This design comes from an exercise in tuning for small area on the open sky130 flow, not from production work.
Function was checked by simulation only, so behaviour that the tests miss may differ from the original.
Power and IR drop assume default switching activity.

ember:
Design column_processing_unit_top, start of the top module:
module column_processing_unit_top #(
    parameter NUM_UNITS = 16,
    parameter NUM_COLUMNS = 8,
    parameter COLUMN_SUM_WIDTH = 15,
    parameter FINAL_VECTOR_SUM_WIDTH = 24
)(
    input  wire clk,
    input  wire reset,
    input  wire clear,
    input  wire global_accumulation_enable,
    input  wire start_conversion,
    input  wire [NUM_UNITS-1:0][NUM_COLUMNS-1:0] serial_thermo_in,
    output wire signed [NUM_UNITS-1:0][NUM_COLUMNS-1:0][COLUMN_SUM_WIDTH-1:0] column_sum,
    output wire signed [NUM_UNITS-1:0][FINAL_VECTOR_SUM_WIDTH-1:0] final_vector_sum,
    output wire [NUM_UNITS-1:0] conversion_valid,
    output wire [NUM_UNITS-1:0] column_sum_ready,
    output wire [NUM_UNITS-1:0] processing_complete
);
Size in the first run: about 7600 cells after synthesis, about 130000 µm² of cells after synthesis.
export LEC_CHECK = 0
export CAP_MARGIN = 20
export CORE_AREA = 10 10 750 750
export DIE_AREA = 0 0 760 760
export SLEW_MARGIN = 20
create_clock -name core_clock -period 10.0 [get_ports {clk}]
standard.sh (not shown) runs the stock make flow with config.mk's settings and CLKGATE_MAP_FILE= SYNTH_SCRIPT=/design/flow/synth_recipe.tcl, a recipe that flattens the netlist after the stock synthesis.
==> flow/flow/run.sh <==
#!/bin/bash
# Own layout flow: the standard ORFS flow (standard.sh) with
#  - the standard synthesis, followed by an inverter clean-up around the
#    full adders (polarity.py) and a new ABC mapping of the plain gates
#    around them (reabc.ys); registers and their cells are untouched,
#  - the smallest buffer (buf_1) on every input and output port,
#  - IO pins one track apart, so a smaller die fits all 2485 pins,
#  - clock tree: larger sink clusters and no dummy loads.
# If an attempt fails (routing congestion) or leaves antenna violations,
# the layout is redone from the floorplan on a larger die.
# Every tool's output goes to a log file in the work folder.
set -uo pipefail
RES=$PWD/orfs/results/sky130hd/column_processing_unit_top/base
cat > my_config.mk <<EOM
include $PWD/config.mk
export BUFFER_PORTS_ARGS = -buffer_cell sky130_fd_sc_hd__buf_1
export PLACE_PINS_ARGS = -min_distance 1 -min_distance_in_tracks
export CTS_ARGS = -sink_clustering_enable -repair_clock_nets -buf_list sky130_fd_sc_hd__clkbuf_16 -sink_clustering_size 30 -sink_clustering_max_diameter 100 -dont_use_dummy_load
EOM
sed "s#DESIGN_CONFIG=[^ ]*#DESIGN_CONFIG=$PWD/my_config.mk#" standard.sh > my_standard.sh
bash my_standard.sh $RES/1_2_yosys.v > flow_synth.log 2>&1 || exit 1
cp $RES/1_2_yosys.v 1_2_yosys_standard.v
python3 flow/polarity.py 1_2_yosys_standard.v 1_2_yosys_polarity.v > flow_polarity.log 2>&1 || exit 1
YOSYS=$FLOW_HOME/../tools/install/yosys/bin/yosys
[[ -x $YOSYS ]] || YOSYS=yosys
LIB=$FLOW_HOME/platforms/sky130hd/lib/sky130_fd_sc_hd__tt_025C_1v80.lib
sed -e "s#@LIB@#$LIB#g" -e "s#@IN@#$PWD/1_2_yosys_polarity.v#" -e "s#@OUT@#$PWD/1_2_yosys_reabc.v#" \
    -e "s#@TOP@#$FLOW_TOP#g" -e "s#@FLOW@#$FLOW_HOME#g" flow/reabc.ys > reabc_run.ys
$YOSYS -q -l flow_reabc.log reabc_run.ys > /dev/null 2>&1 || exit 1
cp 1_2_yosys_reabc.v $RES/1_2_yosys.v

cat > check_ant.tcl <<EOM
read_db $RES/6_final.odb
set n [check_antennas]
puts "ANTENNA_COUNT \$n"
EOM

k=0
for die in 760 860 960; do
  k=$((k+1))
  rm -f $RES/2_* $RES/3_* $RES/4_* $RES/5_* $RES/6_* out/final.def
  c=$((die-10))
  sed -e "s#'CORE_AREA=[^']*'#'CORE_AREA=10 10 $c $c'#" -e "s#'DIE_AREA=[^']*'#'DIE_AREA=0 0 $die $die'#" \
      my_standard.sh > my_standard_$k.sh
  if bash my_standard_$k.sh finish > flow_make_$k.log 2>&1 && [[ -f out/final.def ]]; then
    openroad -no_init -exit check_ant.tcl > flow_antenna_$k.log 2>&1
    n=$(sed -n 's/.*ANTENNA_COUNT \([0-9]*\).*/\1/p' flow_antenna_$k.log | tail -1)
    if [[ "$n" == "0" ]]; then
      exit 0
    fi
  fi
done
exit 1
Other scripts of this flow, unchanged in this note and not shown: flow/flow/polarity.py, flow/flow/reabc.ys
Changes in xenon relative to ember:
--- a/flow/flow/run.sh
+++ b/flow/flow/run.sh
@@ -16,5 +16,5 @@
 export BUFFER_PORTS_ARGS = -buffer_cell sky130_fd_sc_hd__buf_1
 export PLACE_PINS_ARGS = -min_distance 1 -min_distance_in_tracks
-export CTS_ARGS = -sink_clustering_enable -repair_clock_nets -buf_list sky130_fd_sc_hd__clkbuf_16 -sink_clustering_size 30 -sink_clustering_max_diameter 100 -dont_use_dummy_load
+export CTS_ARGS = -sink_clustering_enable -repair_clock_nets -buf_list sky130_fd_sc_hd__clkbuf_16 -sink_clustering_size 22 -sink_clustering_max_diameter 80 -dont_use_dummy_load
 EOM
 sed "s#DESIGN_CONFIG=[^ ]*#DESIGN_CONFIG=$PWD/my_config.mk#" standard.sh > my_standard.sh
==> comparison <==
xenon vs ember — clock power rose about 17%. Diff ember and xenon: number of vias in the routed layout higher in xenon. Compared to ember, xenon has internal cell power 4.0% higher. Area after synthesis: ember vs xenon identical. Summary of xenon over ember: setup slack increased by 0.042 ns relative to the old numbers, fmax climbed 0.59 MHz, switching share of power lower. The total count of max-transition violations in the final report was comparable across ember and xenon. As far as maximum fanout along the worst path goes, ember and xenon are indistinguishable; the numbers are identical. The sequential share of layout area reported for xenon is smaller than that of ember by 0.47 points. Est. power | xenon vs ember | xenon higher.


Another version of the RTL of column_processing_unit_top (not shown whole).
For scale: roughly 9100 cells after synthesis, roughly 2500 I/O pins.
Settings: LEC_CHECK=0, CAP_MARGIN=20, CORE_AREA=10 10 850 850, DIE_AREA=0 0 860 860, SLEW_MARGIN=20; clock period 10.0 ns.
run.sh (not shown) runs the stock make flow with config.mk's settings and CLKGATE_MAP_FILE= SYNTH_SCRIPT=/design/flow/synth_recipe.tcl, a recipe that flattens the netlist after the stock synthesis.
Stock flow here: none of the scripts above is used.
Edit:
==> flow/flow/run.sh (new file) <==
#!/bin/bash
# Own layout flow: the standard ORFS flow (standard.sh) with
#  - the smallest buffer (buf_1) on every input and output port,
#  - CTS without dummy loads.
# Every tool's output goes to a log file in the work folder.
set -euo pipefail
cat > my_config.mk <<EOM
include $PWD/config.mk
export BUFFER_PORTS_ARGS = -buffer_cell sky130_fd_sc_hd__buf_1
export PLACE_PINS_ARGS = -min_distance 1 -min_distance_in_tracks
EOM
sed "s#DESIGN_CONFIG=[^ ]*#DESIGN_CONFIG=$PWD/my_config.mk#" standard.sh > my_standard.sh
bash my_standard.sh finish > flow_make.log 2>&1
test -f out/final.def
==> flow/standard.sh (new file) <==
#!/bin/bash
# synth_recipe.tcl (not shown) runs the flow's synth.tcl, then flattens the netlist and writes it again
# the make line also repeats each setting of config.mk as NAME=value (left out here)
make -C /OpenROAD-flow-scripts/flow DESIGN_CONFIG=/design/flow/config.mk WORK_HOME=/design/flow/orfs CLKGATE_MAP_FILE= SYNTH_SCRIPT=/design/flow/synth_recipe.tcl "${@:-finish}"
- CORE_AREA: 10 10 850 850 -> 10 10 630 630
- DIE_AREA: 0 0 860 860 -> 0 0 640 640
removed: flow/run.sh
=>
- The changed run completed without violations
- final cell count went down by about 20%
- core utilization increases by 16 points
- clock-buffer cell count went down by 31
- clock skew is lower by 48 ps


Another version of the RTL of column_processing_unit_top (not shown whole).
Size in the first run: roughly 7,500 cells after synthesis, about 2,500 I/O pins, about 130,000 sq um of cells after synthesis.
Settings: LEC_CHECK=0, CAP_MARGIN=20, CORE_AREA=10 10 750 750, CTS_BUF_LIST=sky130_fd_sc_hd__clkbuf_8, DIE_AREA=0 0 760 760, SLEW_MARGIN=20; clock period 10.0 ns.
standard.sh (not shown) runs the stock make flow with config.mk's settings and CLKGATE_MAP_FILE= SYNTH_SCRIPT=/design/flow/synth_recipe.tcl, a recipe that flattens the netlist after the stock synthesis.
==> flow/flow/run.sh <==
#!/bin/bash
# Own layout flow: the standard ORFS flow (standard.sh) with
#  - the standard synthesis, followed by an inverter clean-up around the
#    full adders (polarity.py) and a new ABC mapping of the plain gates
#    around them (reabc.ys); registers and their cells are untouched,
#  - the smallest buffer (buf_1) on every input and output port,
#  - IO pins one track apart, so a smaller die fits all 2485 pins.
# If an attempt fails (routing congestion) or leaves antenna violations,
# the layout is redone from the floorplan on a larger die.
# Every tool's output goes to a log file in the work folder.
set -uo pipefail
RES=$PWD/orfs/results/sky130hd/column_processing_unit_top/base
cat > my_config.mk <<EOM
include $PWD/config.mk
export BUFFER_PORTS_ARGS = -buffer_cell sky130_fd_sc_hd__buf_1
export PLACE_PINS_ARGS = -min_distance 1 -min_distance_in_tracks
EOM
sed "s#DESIGN_CONFIG=[^ ]*#DESIGN_CONFIG=$PWD/my_config.mk#" standard.sh > my_standard.sh
bash my_standard.sh $RES/1_2_yosys.v > flow_synth.log 2>&1 || exit 1
cp $RES/1_2_yosys.v 1_2_yosys_standard.v
python3 flow/polarity.py 1_2_yosys_standard.v 1_2_yosys_polarity.v > flow_polarity.log 2>&1 || exit 1
YOSYS=$FLOW_HOME/../tools/install/yosys/bin/yosys
[[ -x $YOSYS ]] || YOSYS=yosys
LIB=$FLOW_HOME/platforms/sky130hd/lib/sky130_fd_sc_hd__tt_025C_1v80.lib
sed -e "s#@LIB@#$LIB#g" -e "s#@IN@#$PWD/1_2_yosys_polarity.v#" -e "s#@OUT@#$PWD/1_2_yosys_reabc.v#" \
    -e "s#@TOP@#$FLOW_TOP#g" -e "s#@FLOW@#$FLOW_HOME#g" flow/reabc.ys > reabc_run.ys
$YOSYS -q -l flow_reabc.log reabc_run.ys > /dev/null 2>&1 || exit 1
cp 1_2_yosys_reabc.v $RES/1_2_yosys.v

cat > check_ant.tcl <<EOM
read_db $RES/6_final.odb
set n [check_antennas]
puts "ANTENNA_COUNT \$n"
EOM

k=0
for die in 760 860 960; do
  k=$((k+1))
  rm -f $RES/2_* $RES/3_* $RES/4_* $RES/5_* $RES/6_* out/final.def
  c=$((die-10))
  sed -e "s#'CORE_AREA=[^']*'#'CORE_AREA=10 10 $c $c'#" -e "s#'DIE_AREA=[^']*'#'DIE_AREA=0 0 $die $die'#" \
      my_standard.sh > my_standard_$k.sh
  if bash my_standard_$k.sh finish > flow_make_$k.log 2>&1 && [[ -f out/final.def ]]; then
    openroad -no_init -exit check_ant.tcl > flow_antenna_$k.log 2>&1
    n=$(sed -n 's/.*ANTENNA_COUNT \([0-9]*\).*/\1/p' flow_antenna_$k.log | tail -1)
    if [[ "$n" == "0" ]]; then
      exit 0
    fi
  fi
done
exit 1
Other scripts of this flow, unchanged in this note and not shown: flow/flow/polarity.py, flow/flow/reabc.ys
Change:
--- a/flow/flow/run.sh
+++ b/flow/flow/run.sh
@@ -7 +7,2 @@
-#  - IO pins one track apart, so a smaller die fits all 2485 pins.
+#  - IO pins one track apart, so a smaller die fits all 2485 pins,
+#  - clock tree: larger sink clusters and no dummy loads.
@@ -16,0 +18 @@
+export CTS_ARGS = -sink_clustering_enable -repair_clock_nets -buf_list sky130_fd_sc_hd__clkbuf_16 -sink_clustering_size 30 -sink_clustering_max_diameter 100 -dont_use_dummy_load
Settings changed: CTS_BUF_LIST sky130_fd_sc_hd__clkbuf_8 to unset.
Effect: The new run completed with no timing, DRC or antenna violations; total power is lower by 13%; core utilization decreases by 1.2 points; die area is unchanged; cell area is lower by 4.3%; sequential power hardly moves; area after synthesis stays the same.


Another version of the RTL of column_processing_unit_top (not shown whole).
For scale: ~7000 cells after synthesis, about 0.12 mm^2 of cells after synthesis.
export LEC_CHECK = 0
export CAP_MARGIN = 20
export CORE_AREA = 10 10 750 750
export DIE_AREA = 0 0 760 760
export SLEW_MARGIN = 20
create_clock -name core_clock -period 10.0 [get_ports {clk}]
==> flow/flow/run.sh <==
#!/bin/bash
# Own layout flow: the standard ORFS flow (standard.sh) with
#  - the standard synthesis, followed by an inverter clean-up around the
#    full adders (polarity.py) and a new ABC mapping of the plain gates
#    around them (reabc.ys); registers and their cells are untouched,
#  - the smallest buffer (buf_1) on every input and output port,
#  - IO pins one track apart, so a smaller die fits all 2485 pins,
#  - clock tree: larger sink clusters and no dummy loads.
# If an attempt fails (routing congestion) or leaves antenna violations,
# the layout is redone from the floorplan on a larger die.
# Every tool's output goes to a log file in the work folder.
set -uo pipefail
RES=$PWD/orfs/results/sky130hd/column_processing_unit_top/base
cat > my_config.mk <<EOM
include $PWD/config.mk
export BUFFER_PORTS_ARGS = -buffer_cell sky130_fd_sc_hd__buf_1
export PLACE_PINS_ARGS = -min_distance 1 -min_distance_in_tracks
export CTS_ARGS = -sink_clustering_enable -repair_clock_nets -buf_list sky130_fd_sc_hd__clkbuf_16 -sink_clustering_size 26 -sink_clustering_max_diameter 90 -dont_use_dummy_load
EOM
sed "s#DESIGN_CONFIG=[^ ]*#DESIGN_CONFIG=$PWD/my_config.mk#" standard.sh > my_standard.sh
bash my_standard.sh $RES/1_2_yosys.v > flow_synth.log 2>&1 || exit 1
cp $RES/1_2_yosys.v 1_2_yosys_standard.v
python3 flow/polarity.py 1_2_yosys_standard.v 1_2_yosys_polarity.v > flow_polarity.log 2>&1 || exit 1
YOSYS=$FLOW_HOME/../tools/install/yosys/bin/yosys
[[ -x $YOSYS ]] || YOSYS=yosys
LIB=$FLOW_HOME/platforms/sky130hd/lib/sky130_fd_sc_hd__tt_025C_1v80.lib
sed -e "s#@LIB@#$LIB#g" -e "s#@IN@#$PWD/1_2_yosys_polarity.v#" -e "s#@OUT@#$PWD/1_2_yosys_reabc.v#" \
    -e "s#@TOP@#$FLOW_TOP#g" -e "s#@FLOW@#$FLOW_HOME#g" flow/reabc.ys > reabc_run.ys
$YOSYS -q -l flow_reabc.log reabc_run.ys > /dev/null 2>&1 || exit 1
cp 1_2_yosys_reabc.v $RES/1_2_yosys.v

cat > check_ant.tcl <<EOM
read_db $RES/6_final.odb
set n [check_antennas]
puts "ANTENNA_COUNT \$n"
EOM

k=0
for die in 760 860 960; do
  k=$((k+1))
  rm -f $RES/2_* $RES/3_* $RES/4_* $RES/5_* $RES/6_* out/final.def
  c=$((die-10))
  sed -e "s#'CORE_AREA=[^']*'#'CORE_AREA=10 10 $c $c'#" -e "s#'DIE_AREA=[^']*'#'DIE_AREA=0 0 $die $die'#" \
      my_standard.sh > my_standard_$k.sh
  if bash my_standard_$k.sh finish > flow_make_$k.log 2>&1 && [[ -f out/final.def ]]; then
    openroad -no_init -exit check_ant.tcl > flow_antenna_$k.log 2>&1
    n=$(sed -n 's/.*ANTENNA_COUNT \([0-9]*\).*/\1/p' flow_antenna_$k.log | tail -1)
    if [[ "$n" == "0" ]]; then
      exit 0
    fi
  fi
done
exit 1
Other scripts of this flow, unchanged in this note and not shown: flow/flow/polarity.py, flow/flow/reabc.ys
The baseline finished clean.
Next try:
--- a/flow/flow/run.sh
+++ b/flow/flow/run.sh
@@ -16,5 +16,5 @@
 export BUFFER_PORTS_ARGS = -buffer_cell sky130_fd_sc_hd__buf_1
 export PLACE_PINS_ARGS = -min_distance 1 -min_distance_in_tracks
-export CTS_ARGS = -sink_clustering_enable -repair_clock_nets -buf_list sky130_fd_sc_hd__clkbuf_16 -sink_clustering_size 26 -sink_clustering_max_diameter 90 -dont_use_dummy_load
+export CTS_ARGS = -sink_clustering_enable -repair_clock_nets -buf_list sky130_fd_sc_hd__clkbuf_16 -sink_clustering_size 22 -sink_clustering_max_diameter 80 -dont_use_dummy_load
 EOM
 sed "s#DESIGN_CONFIG=[^ ]*#DESIGN_CONFIG=$PWD/my_config.mk#" standard.sh > my_standard.sh
- The changed run passed the timing, design-rule and antenna checks
- register-to-register slack improves by 0.13 ns
- design area is higher by 0.63%
- sequential share of layout area is lower by 0.36 points
- utilization is higher by 0.16 points
- critical path depth does not change
- cell count hardly moves
- routed wire length is about the same
- hold slack improves by 0.031 ns
- worst setup slack degrades by 0.012 ns
- clock-buffer cell count is higher by 34

==> afterwards: timing with drivers on the ports <==
In the flow no input, the clock included, has a driving cell. The finished layouts below were timed again as built, in two steps. Step 1 assumes that a clkbuf_16 drives the clock port and a buf_2 every other input. Step 2 adds t to the input delays and takes it off the output delays; t is the mean of the earliest and latest rising clock arrival at the registers after step 1. Input paths then give back, and output paths get back, about the clock's delay inside the block. Slacks: no drivers / after step 1 / after step 2; pairs: no drivers / after step 1.
run | t, ns | slack for setup (ns) | worst hold slack (ns) | latest minus earliest clock arrival (ns) | slew at the worst register clock pin (ns)
ember | 0.956 | 1.515 / 1.590 / 0.634 | 0.391 / 0.391 / 0.391 | 0.196 / 0.196 | 0.12 / 0.12
xenon | 0.981 | 1.558 / 1.639 / 0.658 | 0.347 / 0.347 / 0.347 | 0.186 / 0.186 | 0.09 / 0.09
the first run of note 2 | 1.077 | 1.782 / 1.817 / 0.739 | 0.376 / 0.376 / 0.376 | 0.141 / 0.141 | 0.08 / 0.08
the second run of note 2 | 1.010 | 1.645 / 1.687 / 0.677 | 0.411 / 0.411 / 0.411 | 0.078 / 0.077 | 0.08 / 0.08
the first run of note 3 | 1.248 | 1.920 / 1.927 / 0.679 | 0.394 / 0.394 / 0.394 | 0.099 / 0.100 | 0.07 / 0.07
the second run of note 3 | 0.960 | 1.638 / 1.655 / 0.695 | 0.411 / 0.411 / 0.411 | 0.116 / 0.115 | 0.12 / 0.12
the first run of note 4 | 0.948 | 1.613 / 1.590 / 0.642 | 0.376 / 0.376 / 0.376 | 0.190 / 0.191 | 0.11 / 0.11
the second run of note 4 | 0.957 | 1.601 / 1.572 / 0.615 | 0.407 / 0.407 / 0.407 | 0.167 / 0.167 | 0.10 / 0.10
After both steps every run listed still meets setup and hold. The setup slack of the first run of note 3, which loses most, moves by +0.007 ns with the drivers and by -1.241 ns with both steps.
